Background: an optimization exercise with open tools, aiming at small area and a short achievable clock period. Do not read the settings as production practice.
The RTL was checked by simulation tests, not by an equivalence proof against the original design.
Power figures rest on the tool's default switching activity, not on a simulated workload.

### flow/constraint.sdc
create_clock -name core_clock -period 7.0 [get_ports {clk}]
set_input_delay 1.4000 -clock core_clock [delete_from_list [all_inputs] [get_ports {clk}]]
set_output_delay 1.4000 -clock core_clock [all_outputs]
set_load 0.01 [all_outputs]
### flow/design.v
module riscv_pipe(
    input         clk,
    input         res,
    output [31:0] imem_addr,
    input  [31:0] imem_rdata,
    output [31:0] dmem_addr,
    output [31:0] dmem_wdata,
    output        dmem_we,
    output        dmem_re,
    input  [31:0] dmem_rdata,
    output        wb_we,
    output [4:0]  wb_rd,
    output [31:0] wb_data
);
    reg [31:0] pc;           
    reg [31:0] ir;           
    reg [31:0] oh1, oh2;     
    reg        fw1, fw2;     
    reg [31:0] p_x, g_x;     
    reg [31:0] sd_x;         
    reg [4:0]  rd_x;
    reg        rw_x, ld_x, st_x, br_x;
    reg        sub_x, log_x;
    reg [1:0]  lop_x;        
    reg [31:0] pc_x;         
    reg [7:0]  toff_x;       
    reg [31:0] alu_m;        
    reg [31:0] sd_m;
    reg [4:0]  rd_m;
    reg        rw_m, ld_m, st_m;
    reg [31:0] t_m;          
    reg        tinc_m, tdec_m;
    reg        pcsrc;
    reg [31:0] sumpc;
    reg [31:0] wd;           
    reg [4:0]  rd_w;
    reg        rw_w;
    reg [3:0]  weh_w;        
    reg [7:0]  wel_w;        
    reg [31:0] rf [0:31];
    function [31:0] ks_sum;
        input [31:0] p, g;
        input        cin;
        reg   [31:0] gc, pc_, gn, pn;
        integer      d, b;
        begin
            gc = {g[31:1], g[0] | (p[0] & cin)};
            pc_ = p;
            for (d = 1; d < 32; d = d * 2) begin
                gn = gc;
                pn = pc_;
                for (b = d; b < 32; b = b + 1) begin
                    gn[b] = gc[b] | (pc_[b] & gc[b-d]);
                    pn[b] = pc_[b] & pc_[b-d];
                end
                gc = gn;
                pc_ = pn;
            end
            ks_sum = p ^ {gc[30:0], cin};
        end
    endfunction
    wire [6:0] n_opc = imem_rdata[6:0];
    wire n_st  = n_opc == 7'b0100011;
    wire n_src = n_opc == 7'b0010011 || n_opc == 7'b0000011 || n_st;
    wire nfw1  = rd_x != imem_rdata[19:15];
    wire nfw2  = rd_x != imem_rdata[24:20];
    always @(posedge clk)
        if (res)
            pc <= 32'd0;
        else
            pc <= pcsrc ? sumpc : ks_sum(pc ^ 32'd4, pc & 32'd4, 1'b0);
    always @(posedge clk)
        if (res)
            {ir[24:15], ir[11:0]} <= 22'd0;
        else
            {ir[24:15], ir[11:0]} <= {imem_rdata[24:15], imem_rdata[11:0]};
    always @(posedge clk)
        if (res) begin
            oh1 <= 32'd0;
            oh2 <= 32'd0;
            fw1 <= 1'b0;
            fw2 <= 1'b0;
        end else begin
            oh1 <= nfw1 ? 32'd1 << imem_rdata[19:15] : 32'd0;
            oh2 <= (nfw2 & ~n_src) | n_st ? 32'd1 << imem_rdata[24:20] : 32'd0;
            fw1 <= ~nfw1;
            fw2 <= ~nfw2;
        end
    always @(posedge clk) begin
        ir[31:25] <= imem_rdata[31:25];
        ir[14:12] <= imem_rdata[14:12];
    end
    wire [6:0] opc = ir[6:0];
    wire [4:0] rs1 = ir[19:15];
    wire [4:0] rs2 = ir[24:20];
    wire [2:0] f3  = ir[14:12];
    wire [6:0] f7  = ir[31:25];
    wire is_r  = opc == 7'b0110011;
    wire is_i  = opc == 7'b0010011;
    wire is_ld = opc == 7'b0000011;
    wire is_st = opc == 7'b0100011;
    wire is_br = opc == 7'b1100011;
    reg [6:0] imm7;
    always @(*)
        case (opc)
            7'b0000011, 7'b0001111, 7'b0011011, 7'b1100111, 7'b1110011, 7'b0010011:
                imm7 = ir[26:20];
            7'b0100011: imm7 = {ir[26:25], ir[11:7]};
            7'b1100011, 7'b1101111: imm7 = {ir[26:25], ir[11:8], 1'b0};
            default:    imm7 = 7'd0;
        endcase
    reg a_sub, a_log;
    reg [1:0] a_lop;
    always @(*) begin
        a_sub = 1'b0; a_log = 1'b0; a_lop = 2'b00;
        if (is_br)
            a_sub = 1'b1;
        else if (is_r) begin
            if (f7 == 7'b0000000 && f3 == 3'b000) ;
            else if (f7 == 7'b0100000 && f3 == 3'b000) a_sub = 1'b1;
            else if (f7 == 7'b0000000 && f3 == 3'b110) begin a_log = 1'b1; a_lop = 2'b01; end
            else if (f7 == 7'b0000000 && f3 == 3'b100) begin a_log = 1'b1; a_lop = 2'b10; end
            else a_log = 1'b1;
        end else if (is_i) begin
            if (f3 == 3'b000) ;
            else if (f3 == 3'b110) begin a_log = 1'b1; a_lop = 2'b01; end
            else if (f3 == 3'b100) begin a_log = 1'b1; a_lop = 2'b10; end
            else a_log = 1'b1;
        end
    end
    wire [31:0] wd_next = ld_m ? dmem_rdata : alu_m;
    wire alusrc = is_i | is_ld | is_st;
    reg [31:0] rdata1, rdata2;
    integer i;
    always @(*) begin
        rdata1 = 32'd0;
        rdata2 = 32'd0;
        for (i = 0; i < 32; i = i + 1) begin
            rdata1 = rdata1 | ({32{oh1[i]}} & rf[i]);
            rdata2 = rdata2 | ({32{oh2[i]}} & rf[i]);
        end
    end
    wire [31:0] opnd2  = (is_st ? 32'd0 : rdata2) | ({32{fw2}} & wd_next) |
                         ({32{~fw2 & alusrc}} & {25'd0, imm7});
    wire [31:0] opnd1  = rdata1 | ({32{fw1}} & wd_next);
    wire [31:0] opnd2s = a_sub ? ~opnd2 : opnd2;
    always @(posedge clk)
        if (res) begin
            rd_x <= 5'd0; rw_x <= 1'b0; ld_x <= 1'b0; st_x <= 1'b0; br_x <= 1'b0;
            log_x <= 1'b1; lop_x <= 2'b11;
        end else begin
            rd_x   <= ir[11:7];
            rw_x   <= is_r | is_i | is_ld;
            ld_x   <= is_ld;
            st_x   <= is_st;
            br_x   <= is_br;
            log_x  <= a_log;
            lop_x  <= a_lop;
        end
    always @(posedge clk) begin
        p_x    <= opnd1 ^ opnd2s;
        g_x    <= opnd1 & opnd2s;
        sd_x   <= rdata2;
        sub_x  <= a_sub;
        pc_x   <= pc;
        toff_x <= {1'b0, imm7} - 8'd12;
    end
    wire [31:0] sum = ks_sum(p_x, g_x, sub_x);
    reg  [31:0] logic_r;
    always @(*)
        case (lop_x)
            2'b00:   logic_r = g_x;
            2'b01:   logic_r = p_x | g_x;
            2'b10:   logic_r = p_x;
            default: logic_r = 32'd0;
        endcase
    wire [31:0] alu = log_x ? logic_r : sum;
    wire [31:0] toff16 = {16'd0, {8{toff_x[7]}}, toff_x};
    wire [31:0] tlo    = ks_sum({16'd0, pc_x[15:0]} ^ toff16, {16'd0, pc_x[15:0]} & toff16, 1'b0);
    always @(posedge clk)
        if (res) begin
            rd_m <= 5'd1; rw_m <= 1'b0; ld_m <= 1'b0; st_m <= 1'b0;
        end else begin
            rd_m  <= rd_x;
            rw_m  <= rw_x;
            ld_m  <= ld_x;
            st_m  <= st_x;
        end
    always @(posedge clk) begin
        alu_m <= alu;
        t_m    <= {pc_x[31:16], tlo[15:0]};
        tinc_m <= tlo[16] & ~toff_x[7];
        tdec_m <= ~tlo[16] & toff_x[7];
        sd_m  <= sd_x;
    end
    always @(posedge clk)
        if (res)
            pcsrc <= 1'b0;
        else
            pcsrc <= br_x & ~|alu_m;
    reg [15:0] thi;
    integer j;
    always @(*)
        for (j = 0; j < 16; j = j + 1)
            thi[j] = t_m[16+j] ^ ((tinc_m & (&(t_m[16+:16] | ~(16'hFFFF >> (16-j))))) |
                                  (tdec_m & ~(|(t_m[16+:16] & (16'hFFFF >> (16-j))))));
    always @(posedge clk)
        sumpc <= {thi, t_m[15:0]};
    always @(posedge clk)
        if (res) begin
            rw_w  <= 1'b0;
            weh_w <= 4'd0;
            wd    <= 32'd0;
        end else begin
            rw_w  <= rw_m;
            weh_w <= rw_m ? 4'd1 << rd_m[4:3] : 4'd0;
            wd    <= wd_next;
        end
    always @(posedge clk) begin
        rd_w  <= rd_m;
        wel_w <= 8'd1 << rd_m[2:0];
    end
    reg res_q;
    always @(posedge clk)
        res_q <= res;
    genvar g;
    generate
        for (g = 0; g < 32; g = g + 1) begin : regs
            wire we = res_q | (weh_w[g/8] & wel_w[g%8]);
            always @(posedge clk)
                if (we)
                    rf[g] <= wd;
        end
    endgenerate
    assign imem_addr  = pc;
    assign dmem_addr  = alu_m;
    assign dmem_wdata = sd_m;
    assign dmem_we    = st_m;
    assign dmem_re    = ld_m;
    assign wb_we      = rw_w;
    assign wb_rd      = rd_w;
    assign wb_data    = wd;
endmodule
### flow/config.mk
export PLATFORM = sky130hd
export DESIGN_NAME = riscv_pipe
export DESIGN_NICKNAME = riscv_pipe
export VERILOG_FILES = /design/flow/design.v
export SDC_FILE = /design/flow/constraint.sdc
export NUM_CORES = 4
export LEC_CHECK = 0
export CAP_MARGIN = 20
export CORE_MARGIN = 2
export CORE_UTILIZATION = 45
export PLACE_DENSITY = 0.55
export SETUP_SLACK_MARGIN = 4.15
export SLEW_MARGIN = 20
export TNS_END_PERCENT = 5
### flow/standard.sh
#!/bin/bash
# synth_recipe.tcl (not shown) runs the flow's synth.tcl, then flattens the netlist and writes it again
# the make line also repeats each setting of config.mk as NAME=value (left out here)
make -C /OpenROAD-flow-scripts/flow DESIGN_CONFIG=/design/flow/config.mk WORK_HOME=/design/flow/orfs CLKGATE_MAP_FILE= SYNTH_SCRIPT=/design/flow/synth_recipe.tcl "${@:-finish}"
### flow/flow/run.sh
#!/bin/bash
# The standard ORFS layout (standard.sh), with these make variables changed:
#  - the port buffers are buf_2 cells (the default pick is a slow delay buffer)
#  - repair may resize a cell into one of another footprint
#  - clock tree synthesis inserts no dummy loads and clusters up to 24
#    flip-flops within 60 um per leaf buffer
# make's output goes to flow_make.log; each ORFS step logs to orfs/logs/.
set -o pipefail
bash standard.sh MATCH_CELL_FOOTPRINT=0 \
    "BUFFER_PORTS_ARGS=-buffer_cell sky130_fd_sc_hd__buf_2" \
    "CTS_ARGS=-sink_clustering_enable -repair_clock_nets -dont_use_dummy_load -sink_clustering_size 24 -sink_clustering_max_diameter 60" \
    finish > flow_make.log 2>&1
==> results_dict.tcl <==
set metrics [dict create \
    status "timing/DRC/antenna clean" \
    synth_compound_area_frac 0.176 \
    synth_area_um2 57600 \
    finalSetupViolCount 0 \
    grt_pass1_vias 41300 \
    clkSlewWorstSetupHoldPaths_ns 0.07 \
    tns_ns 0 \
    io-pin-count 202 \
    multi_input_area_um2 16700 \
    cts_root_buffer "clkbuf_16" \
    grt_max_degree 70 \
    min_path_cells 0 \
    layout_min_cycle_time_ns 3.30 \
    p_switching_uw 4910 \
    postSynth.asyncResetShare 0 \
    grt_pass1_wl_mm 348 \
    cts_buffers 113 \
    hold_violations 0 \
    final.fill_count 10800 \
    via_per_inst 7.57 \
    seq_area_um2 40200 \
    ant_nets 0 \
    min_path_type "flip-flop to flip-flop" \
    overflow 0 \
    mostFrequentLayoutCells "edfxtp_1, a22oi_1, dfxtp_1" \
    synth-seq-cells 1488 \
    synth_top_family_by_area "compound AO/OA/AOI/OAI gates" \
    die_area_um2 131000 \
    clock_sinks 1488 \
    yosys.area_share.simple 0.0734 \
    r2r_cells 7 \
    core_area_um2 127000 \
    hpwlAfterDp_mm 136 \
    fin_crit_sh 0.472 \
    crit_type "flip-flop to flip-flop" \
    wirelength_mm 261 \
    finalMaxSlewViolations 0 \
    worst_pin_slew_ns 1.25 \
    synth.area.mux_share 0.00712 \
    r2r_end "p_x[5]" \
    pwr-share-clk 0.306 \
    vias 45400 \
    rows 131 \
    ys_warn_count 2 \
    synthAdderAreaFrac 0.0116 \
    synth-xor-area-share 0.0187 \
    drcViolationCount 0 \
    ys_types 75 \
    fin_worst_skew_ns 0.0787 \
    relSlewSlack 0.159 \
    die_w_um 362 \
    switching_share 0.262 \
    io_buffers 201 \
    placedCellCount 5871 \
    fmax_ghz 0.303 \
    peakVddDrop_v 0.000185 \
    firstDrtPassIters 9 \
    wl_per_cell_um 43.4 \
    ys_seq_area_frac 0.695 \
    crit_required_ns 7.60 \
    p_int_uw 13800 \
    rsz0062_at_grt "true" \
    cts_buffer_depth 3 \
    clock_latency_ns 0.77 \
    end_kind "flip-flop" \
    drive_gt1_frac 0.138 \
    worstPathArrival_ns 3.90 \
    cts_hold_buf 0 \
    crit_path_start "oh1[31]" \
    final-instance-count-excl-fill 6005 \
    dr.first_iter.drc_count 10700 \
    crit_path_top_delay_cell "nor3_1" \
    p_per_area_nw_per_um2 293 \
    synth_nets 4277 \
    cp_slowest_stage_delay_ns 1.01 \
    die_h_um 362 \
    final_common_cell "edfxtp_1" \
    path_delay_family "simple AND/OR/NAND/NOR gates" \
    leakage_uw 0.0226 \
    r2r_slack_ns 3.70 \
    maxCapViolations 0 \
    hp-start "pc_x[18]" \
    num-nets-final 4453 \
    syn_to_final_growth_pct 11.2 \
    cts_max_level 3 \
    grt_usage 0.388 \
    place_congestion 0.934 \
    syn_inst 4158 \
    synth_ff_type "edfxtp_1" \
    startpoint_type "flip-flop" \
    r2r_start "oh1[31]" \
    power_frac_comb 0.089 \
    place_ws_ns 3.65 \
    min_to "t_m[18]" \
    worst_slack_ns 3.70 \
    syn_avg_cell_area_um2 13.9 \
    p_seq_frac 0.605 \
    crit_buf_inv 1 \
    synth-edff-count 1024 \
    antenna_found_initial 19 \
    path_max_fanout 17 \
    initial_core_util 0.453 \
    path_cells "buf_4, a22o_1, a221oi_1, nand3_1, nor3_1, nand2_1, ha_1" \
    cts_tree "done" \
]
## per-stage QoR
| stage | util | power [uW] | cell area, um^2 | hold slack [ns] |
|---|---|---|---|---|
| after floorplan | - | 11900 | 57700 | 0.310 |
| after global placement | 0.478 | 13000 | 60800 | 0.310 |
| after detailed placement | 0.478 | 13000 | 60800 | 0.312 |
| after CTS | 0.502 | 18600 | 63900 | 0.302 |
| after global routing | 0.503 | 19200 | 64100 | 0.305 |
| final | 0.503 | 18800 | 64100 | 0.304 |
## area by class of cell
class,instances,area share
inverters,21,0.00123
flip-flops and latches,1488,0.627
multi-input cells,2379,0.261
repair buffers,331,0.0335
diodes,11,0.000429
clock buffers,113,0.0441
well taps,1662,0.0324
## worst reg2reg max path: stages (launching register included)
cell and delay [ns]:
dfxtp_2 0.55, buf_4 0.40, a22o_1 0.29, a221oi_1 0.21, nand3_1 0.14, nor3_1 1.01, nand2_1 0.25, ha_1 0.34
## what timing repair did
item                                    in CTS  in global routing
pin swaps                                    0                  2
buffers inserted                             7                  2
gates resized for setup                     49                 27
endpoints found under the setup margin      80                105
endpoints found under the hold margin        0                  0
## cell families (layout without fill, tap and decap cells)
logic type      after synthesis  count (layout)
compound gates             1370            1370
xor+xnor                    123             123
fa+ha+maj                    53              53
buf+inv                     291             465
flops                      1488            1488
mux                          40              40
other cells                   0              11
simple gates                793             793
## flip-flops by register name (all words and copies together), names as in the netlist, 32 cells and up
name,count
p_x,32
pc_x,32
wd,32
pc,32
sd_x,32
oh1,32
oh2,32
rf,1024
sd_m,32
t_m,32
alu_m,32
sumpc,32
g_x,32
## power by group through the flow
| stage | sequential [uW] | combinational (uW) | clock, uW |
|---|---|---|---|
| 5_1_grt | 11400 | 1730 | 6080 |
| 6_report | 11300 | 1680 | 5740 |
| 4_1_cts | 11300 | 1590 | 5760 |
| 3_3_place_gp | 11500 | 1530 | 0 |
| 3_5_place_dp | 11500 | 1540 | 0 |
| 2_1_floorplan | 11300 | 660 | 0 |
## cell usage after synthesis, drive strengths merged, types with 8 or more instances
cell type | count | area, um^2
xnor2 | 84 | 736
dfxtp | 464 | 9290
buf | 28 | 110
clkbuf | 242 | 908
a31oi | 11 | 68.8
nor4 | 37 | 253
nand3 | 88 | 440
mux2 | 8 | 90.1
o21a | 9 | 67.6
or4 | 35 | 267
mux2i | 32 | 320
nor3 | 33 | 165
and3 | 11 | 68.8
a22o | 86 | 753
xor2 | 39 | 342
a21o | 51 | 383
nor2b | 46 | 288
and4 | 8 | 70.1
o21ai | 64 | 320
a21oi | 116 | 581
inv | 20 | 75.1
a22oi | 884 | 6640
edfxtp | 1024 | 30700
nand2 | 80 | 303
nand2b | 14 | 95.1
nand4 | 203 | 1270
ha | 52 | 651
a221oi | 87 | 762
nor2 | 206 | 773
## worst max path at each step
stage,end,depth (start not counted)
after floorplan,oh2[3],6
after CTS,wb_data[24],2
after global placement,oh2[3],7
after global routing,alu_m[26],11
after detailed placement,oh2[3],7
final,p_x[5],7
## metal layers
| metal | part of all wire | GRT usage | wire [um] |
|---|---|---|---|
| met2 | 0.40 | 0.547 | 105000 |
| met3 | 0.18 | 0.170 | 45800 |
| met5 | 0.0014 | 0.0163 | 367 |
| met1 | 0.35 | 0.501 | 91400 |
| met4 | 0.069 | 0.203 | 18100 |

separate check: timing with driven ports:
No port has a modelled driver above. Below, the same layout with a new extraction and two added sets of constraints.
Step 1 sets driving cells, clkbuf_16 on the clock port and buf_2 on the other inputs (assumed; they add their load-dependent delay and slew).
Step 2 times the ports against the registers' clock, not the clock port: input delays grow and output delays shrink by t, the midpoint of the rising clock arrivals with the driver on.
Slacks: ideal / step 1 / step 2; pairs: ideal / step 1.
shift t [ns]: 0.810
setup slack, ns: 3.698 / 3.698 / 3.549
worst register clock-pin slew, ns: 0.10 / 0.10
After both steps setup and hold are still met in this run. The setup slack of this run moves by 0.000 ns with the drivers and by -0.149 ns with both steps.
